Background: an optimization exercise with open tools, aiming at small area, a short achievable clock period and few clock cycles. Do not read the settings as production practice. Function was checked by simulation only, so behaviour that the tests miss may differ from the original.

==> run Z: inputs <==
## cpu
module cpu(clk, reset, imem_addr, imem_data, dmem_addr, dmem_we, dmem_wdata, dmem_rdata);
clock: 34.0 ns
lec_check: 0
abc_area: 1
cap_margin: 40
core_margin: 2
core_utilization: 40
place_density: 0.6
slew_margin: 60
standard.sh (not shown) runs the stock make flow with config.mk's settings and CLKGATE_MAP_FILE= SYNTH_SCRIPT=/design/flow/synth_recipe.tcl, a recipe that flattens the netlist after the stock synthesis.
==> flow/flow/run.sh <==
#!/bin/bash
# Layout flow: the standard ORFS flow (standard.sh: same synthesis, floorplan, power
# grid, placement, CTS and routing, same clock period and SDC), with two changes to how
# the layout is optimised:
#  - SETUP_SLACK_MARGIN asks ORFS's timing repair to leave 25.5 ns of slack on the 34 ns
#    clock, so it sizes and buffers the design for a period of about 8.5 ns;
#  - the port buffers that buffer_ports inserts are plain buffers (buf_2, which repair may
#    resize) rather than its default delay-buffer cell.
# make's full output goes to standard_flow.log here; ORFS's per-step logs stay under orfs/logs.
set -euo pipefail
bash standard.sh SETUP_SLACK_MARGIN=25.5 TNS_END_PERCENT=20 \
  "BUFFER_PORTS_ARGS=-buffer_cell sky130_fd_sc_hd__buf_2" finish > standard_flow.log 2>&1
==> run A (differences from run Z) <==
--- a/flow/design.v
+++ b/flow/design.v
@@ -2904,13 +2904,12 @@
 	input logic [63:0] dmem_rdata;
 	logic [7:0]  pc, pcD;           
 	logic [31:0] ir;
 	logic [30:0] selA, selB;        
 	logic        fwdA, fwdB;        
-	logic        haz;               
 	logic [63:0] mres, msd;         
-	logic [63:0] mx2, mx3;          
+	logic [63:0] mx1, mx2, mx3;     
 	logic [6:0]  maddr;             
 	logic [4:0]  mrd;
 	logic        mwr, mld, mmul, mrev, mst;
 	logic        fn, fv;            
 	logic [30:0][63:0] rf;
@@ -2937,12 +2936,10 @@
 	assign rd = ir[4:0];
 	logic writes, alu_wr, mul_wr;
 	assign writes = (i_addi | i_adds | i_subs | i_mul | i_lsl | i_lsr | i_ldur) && rd != 5'd31;
 	assign alu_wr = writes & ~i_ldur & ~i_mul & ~i_lsl & ~i_lsr;
 	assign mul_wr = writes & (i_mul | i_lsl | i_lsr);
-	logic stall;
-	assign stall = haz;
 	logic [10:0] nd;
 	logic [4:0]  n_rn, n_rb;
 	logic        n_usesA, n_usesB;
 	assign nd = dec(imem_data);
 	assign n_rn = imem_data[9:5];
@@ -2955,35 +2952,27 @@
 	logic taken;
 	logic [7:0] off, pc_n;
 	assign taken = i_b | (i_blt & (fn ^ fv)) | (i_cbz & ~|opB);
 	assign off   = i_b ? ir[7:0] : ir[12:5];
 	assign pc_n  = taken ? pcD + off : pc + 8'd1;
+	logic bubble;
+	assign bubble = mul_wr && ((n_usesA && rd == n_rn) || (n_usesB && rd == n_rb));
 	always_ff @(posedge clk) begin
 		if (reset) begin
 			pc <= 8'd0;
 			ir <= 32'b0;
-		end else if (!stall) begin
-			pc <= pc_n;
-			ir <= imem_data;
+		end else begin
+			if (!bubble) pc <= pc_n;
+			ir <= bubble ? 32'b0 : imem_data;
 		end
 	end
-	always_ff @(posedge clk)
-		if (!stall) begin
-			pcD  <= pc;
-			selA <= n_selA[30:0];
-			selB <= n_selB[30:0];
-		end
 	always_ff @(posedge clk) begin
-		if (reset || stall) begin
-			fwdA <= 1'b0;
-			fwdB <= 1'b0;
-			haz  <= 1'b0;
-		end else begin
-			fwdA <= alu_wr && rd == n_rn;
-			fwdB <= alu_wr && rd == n_rb;
-			haz  <= mul_wr && ((n_usesA && rd == n_rn) || (n_usesB && rd == n_rb));
-		end
+		pcD  <= pc;
+		selA <= n_selA[30:0];
+		selB <= n_selB[30:0];
+		fwdA <= alu_wr && rd == n_rn;
+		fwdB <= alu_wr && rd == n_rb;
 	end
 	logic [63:0] rdA, rdB, opA, opB;
 	always_comb begin
 		rdA = 64'b0;
 		rdB = 64'b0;
@@ -3006,20 +2995,19 @@
 	assign use_mul = i_mul | i_lsl | i_lsr;
 	always_comb for (int k = 0; k < 64; k++) revA[k] = opA[63 - k];
 	assign mulA = i_lsr ? revA : opA;
 	assign mulB = (i_lsl | i_lsr) ? (64'b1 << ir[15:10]) : opB;
 	mul_csa mult (.a(mulA), .b(mulB), .r(mrow));
-	logic [63:0] res_n, sd_n;
+	logic [63:0] res_n;
 	assign res_n = use_mul ? mrow[0] : sum;
-	assign sd_n  = use_mul ? mrow[1] : opB;
 	always_ff @(posedge clk)
-		if (!stall && (i_adds | i_subs)) begin
+		if (i_adds | i_subs) begin
 			fn <= sum[63];
 			fv <= ovf;
 		end
 	always_ff @(posedge clk) begin
-		if (reset || stall) begin
+		if (reset) begin
 			mwr  <= 1'b0;
 			mst  <= 1'b0;
 			mmul <= 1'b0;
 			mrev <= 1'b0;
 		end else begin
@@ -3031,20 +3019,21 @@
 	end
 	always_ff @(posedge clk) begin
 		mld   <= i_ldur;
 		mrd   <= rd;
 		mres  <= res_n;
-		msd   <= sd_n;
+		msd   <= opB;
 		maddr <= sum[9:3];
+		mx1   <= mrow[1];
 		mx2   <= mrow[2];
 		mx3   <= mrow[3];
 	end
 	logic [63:0] prod, revP, wb;
 	logic [63:0] t1s, t1c, t2s, t2c;
 	logic pco;
-	assign t1s = mres ^ msd ^ mx2;
-	assign t1c = {(mres[62:0] & msd[62:0]) | (mres[62:0] & mx2[62:0]) | (msd[62:0] & mx2[62:0]), 1'b0};
+	assign t1s = mres ^ mx1 ^ mx2;
+	assign t1c = {(mres[62:0] & mx1[62:0]) | (mres[62:0] & mx2[62:0]) | (mx1[62:0] & mx2[62:0]), 1'b0};
 	assign t2s = t1s ^ t1c ^ mx3;
 	assign t2c = {(t1s[62:0] & t1c[62:0]) | (t1s[62:0] & mx3[62:0]) | (t1c[62:0] & mx3[62:0]), 1'b0};
 	bk_add64 mul_add (.a(t2s), .b(t2c), .ci(1'b0), .s(prod), .co(pco));
 	always_comb for (int k = 0; k < 64; k++) revP[k] = prod[63 - k];
 	assign wb = mld ? dmem_rdata : mmul ? (mrev ? revP : prod) : mres;
==> flow/flow/run.sh (replaced) <==
#!/bin/bash
# Layout flow: the standard ORFS flow (standard.sh: same synthesis, floorplan, power
# grid, placement, CTS and routing, same clock period and SDC), with two changes to how
# the layout is optimised:
#  - SETUP_SLACK_MARGIN asks ORFS's timing repair to leave 26.1 ns of slack on the 34 ns
#    clock, so it sizes and buffers the design for a period of about 7.9 ns, on every
#    violating endpoint (TNS_END_PERCENT=100);
#  - the port buffers that buffer_ports inserts are plain buffers (buf_2, which repair may
#    resize) rather than its default delay-buffer cell.
# make's full output goes to standard_flow.log here; ORFS's per-step logs stay under orfs/logs.
set -euo pipefail
bash standard.sh SETUP_SLACK_MARGIN=26.1 TNS_END_PERCENT=100 \
  "BUFFER_PORTS_ARGS=-buffer_cell sky130_fd_sc_hd__buf_2" finish > standard_flow.log 2>&1
CAP_MARGIN = 20   (was 40)
CORE_UTILIZATION = 55   (was 40)
CTS_CLUSTER_DIAMETER = 90   (was not set)
CTS_CLUSTER_SIZE = 20   (was not set)
PLACE_DENSITY = 0.65   (was 0.6)
SLEW_MARGIN = 20   (was 60)
==> run P (differences from run Z) <==
--- a/flow/design.v
+++ b/flow/design.v
@@ -1,31 +1,5 @@
-module bk_add64(input logic [63:0] a, input logic [63:0] b, input logic ci, output logic [63:0] s, output logic co);
-	logic [63:0] p, g;
-	logic [63:0] G, P;      
-	logic [64:0] c;
-	always_comb begin
-		p = a ^ b;
-		g = a & b;
-		g[0] = g[0] | (p[0] & ci);
-		G = g;
-		P = p;
-		for (int l = 1; l < 64; l = l * 2)
-			for (int i = 2 * l - 1; i < 64; i = i + 2 * l) begin
-				G[i] = G[i] | (P[i] & G[i - l]);
-				P[i] = P[i] & P[i - l];
-			end
-		for (int l = 16; l >= 1; l = l / 2)
-			for (int i = 3 * l - 1; i < 64; i = i + 2 * l) begin
-				G[i] = G[i] | (P[i] & G[i - l]);
-				P[i] = P[i] & P[i - l];
-			end
-		c[0] = ci;
-		for (int i = 0; i < 64; i++) c[i + 1] = G[i];
-		s = p ^ c[63:0];
-		co = c[64];
-	end
-endmodule
 module mul_csa(input logic [63:0] a, input logic [63:0] b, output logic [3:0][63:0] r);
   wire one0 = b[0] ^ 1'b0;
   wire two0 = (b[1] & ~b[0] & ~1'b0) | (~b[1] & b[0] & 1'b0);
   wire neg0 = b[1];
   wire p0_0 = (one0 & a[0]) ^ neg0;
@@ -2997,11 +2971,11 @@
 	logic [63:0] bsel, bx, sum;
 	logic [3:0][63:0] mrow;
 	logic cout, ovf;
 	assign bsel = i_addi ? {52'b0, ir[21:10]} : (i_ldur | i_stur) ? {{55{ir[20]}}, ir[20:12]} : opB;
 	assign bx   = i_subs ? ~opB : bsel;
-	bk_add64 alu_add (.a(opA), .b(bx), .ci(i_subs), .s(sum), .co(cout));
+	assign {cout, sum} = {1'b0, opA} + {1'b0, bx} + {64'b0, i_subs};
 	assign ovf  = (opA[63] == bx[63]) && (sum[63] != opA[63]);
 	logic [63:0] revA, mulA, mulB;
 	logic use_mul;
 	assign use_mul = i_mul | i_lsl | i_lsr;
 	always_comb for (int k = 0; k < 64; k++) revA[k] = opA[63 - k];
@@ -3037,17 +3011,11 @@
 		maddr <= sum[9:3];
 		mx2   <= mrow[2];
 		mx3   <= mrow[3];
 	end
 	logic [63:0] prod, revP, wb;
-	logic [63:0] t1s, t1c, t2s, t2c;
-	logic pco;
-	assign t1s = mres ^ msd ^ mx2;
-	assign t1c = {(mres[62:0] & msd[62:0]) | (mres[62:0] & mx2[62:0]) | (msd[62:0] & mx2[62:0]), 1'b0};
-	assign t2s = t1s ^ t1c ^ mx3;
-	assign t2c = {(t1s[62:0] & t1c[62:0]) | (t1s[62:0] & mx3[62:0]) | (t1c[62:0] & mx3[62:0]), 1'b0};
-	bk_add64 mul_add (.a(t2s), .b(t2c), .ci(1'b0), .s(prod), .co(pco));
+	assign prod = mres + msd + mx2 + mx3;
 	always_comb for (int k = 0; k < 64; k++) revP[k] = prod[63 - k];
 	assign wb = mld ? dmem_rdata : mmul ? (mrev ? revP : prod) : mres;
 	genvar g;
 	generate
 		for (g = 0; g < 31; g++) begin : regs
==> flow/run.sh (new file) <==
#!/bin/bash
# synth_recipe.tcl (not shown) runs the flow's synth.tcl, then flattens the netlist and writes it again
# the make line also repeats each setting of config.mk as NAME=value (left out here)
make -C /OpenROAD-flow-scripts/flow DESIGN_CONFIG=/design/flow/config.mk WORK_HOME=/design/flow/orfs CLKGATE_MAP_FILE= SYNTH_SCRIPT=/design/flow/synth_recipe.tcl finish
removed: flow/flow/run.sh
removed: flow/standard.sh
==> comparison <==
Run P completed with no timing, DRC or antenna violations. Run A ran to the end with no violations. Run Z ran to the end with no violations. The lowest maximum frequency belongs to run P, the highest to run A. Of run P and run A, run A has the higher flip-flop and latch count (gap 62). The lowest die area belongs to run A, the highest to run P. Register-to-register slack: run P < run Z < run A. Critical path depth is the same in run A and run Z. The lowest synthesized area belongs to run Z, the highest to run P.
==> figures <==
                                                                                     run A                    run Z                    run P
GR met1 Demand/Resource                                                              69.6%                    54.0%                    55.8%
Number of non-filler instances in the completed layout                               21300                    22900                    24100
Run status                                                         complete, no violations  complete, no violations  complete, no violations
Total wirelength of the detailed-routed design                                   839000 µm                845000 µm                908000 µm
Net count after synthesis                                                            18800                    18800                    19800
Fraction of synthesized cell area taken by the top area cell type                    38.6%                    40.0%                    39.0%
Worst setup slack after layout                                                    25.71 ns                 25.31 ns                 24.81 ns
Via count of the first global-routing pass                                          135000                   136000                   143000
GR Layer Usage met3                                                                  29.3%                    18.6%                    21.7%
Initial Util                                                                         55.3%                    40.1%                    40.2%
Filler cell count                                                                    24900                    36900                    38300
HPWL reported at the end of detailed placement                                   524000 µm                539000 µm                592000 µm
Cell Count Post-Placement                                                            20900                    22300                    23500
Testbench counts of run Z, summed over its fixed seeds: cycles 70,492.
Testbench counts of run A, summed over its fixed seeds: cycles 70,492.
Testbench counts of run P, summed over its fixed seeds: cycles 70,492.

-- port drivers added, routing unchanged --
The flow's constraints put no driver on any port. The routed layouts listed below were extracted and timed again, unchanged, in two steps. Step 1, drivers: a clkbuf_16 drives clk and a buf_2 each remaining input, both assumed. Step 2 moves the port delays by t, midway between the first and last clock arrival at a register: inputs arrive t later, outputs are due t later. That takes back most of the time a late clock gives input paths. Three values: no drivers, after step 1, after step 2; two values: the first two.
run | shift t [ns] | setup WS [ns] | cell pins on the clock port's net
run Z | 1.078 | 25.315 / 25.173 / 25.254 | 1
run A | 1.026 | 25.705 / 25.590 / 25.329 | 1
run P | 1.063 | 24.808 / 24.686 / 24.568 | 1
After both steps every run listed still meets setup and hold. The setup slack of run A, which loses most, moves by -0.115 ns with the drivers and by -0.376 ns with both steps.
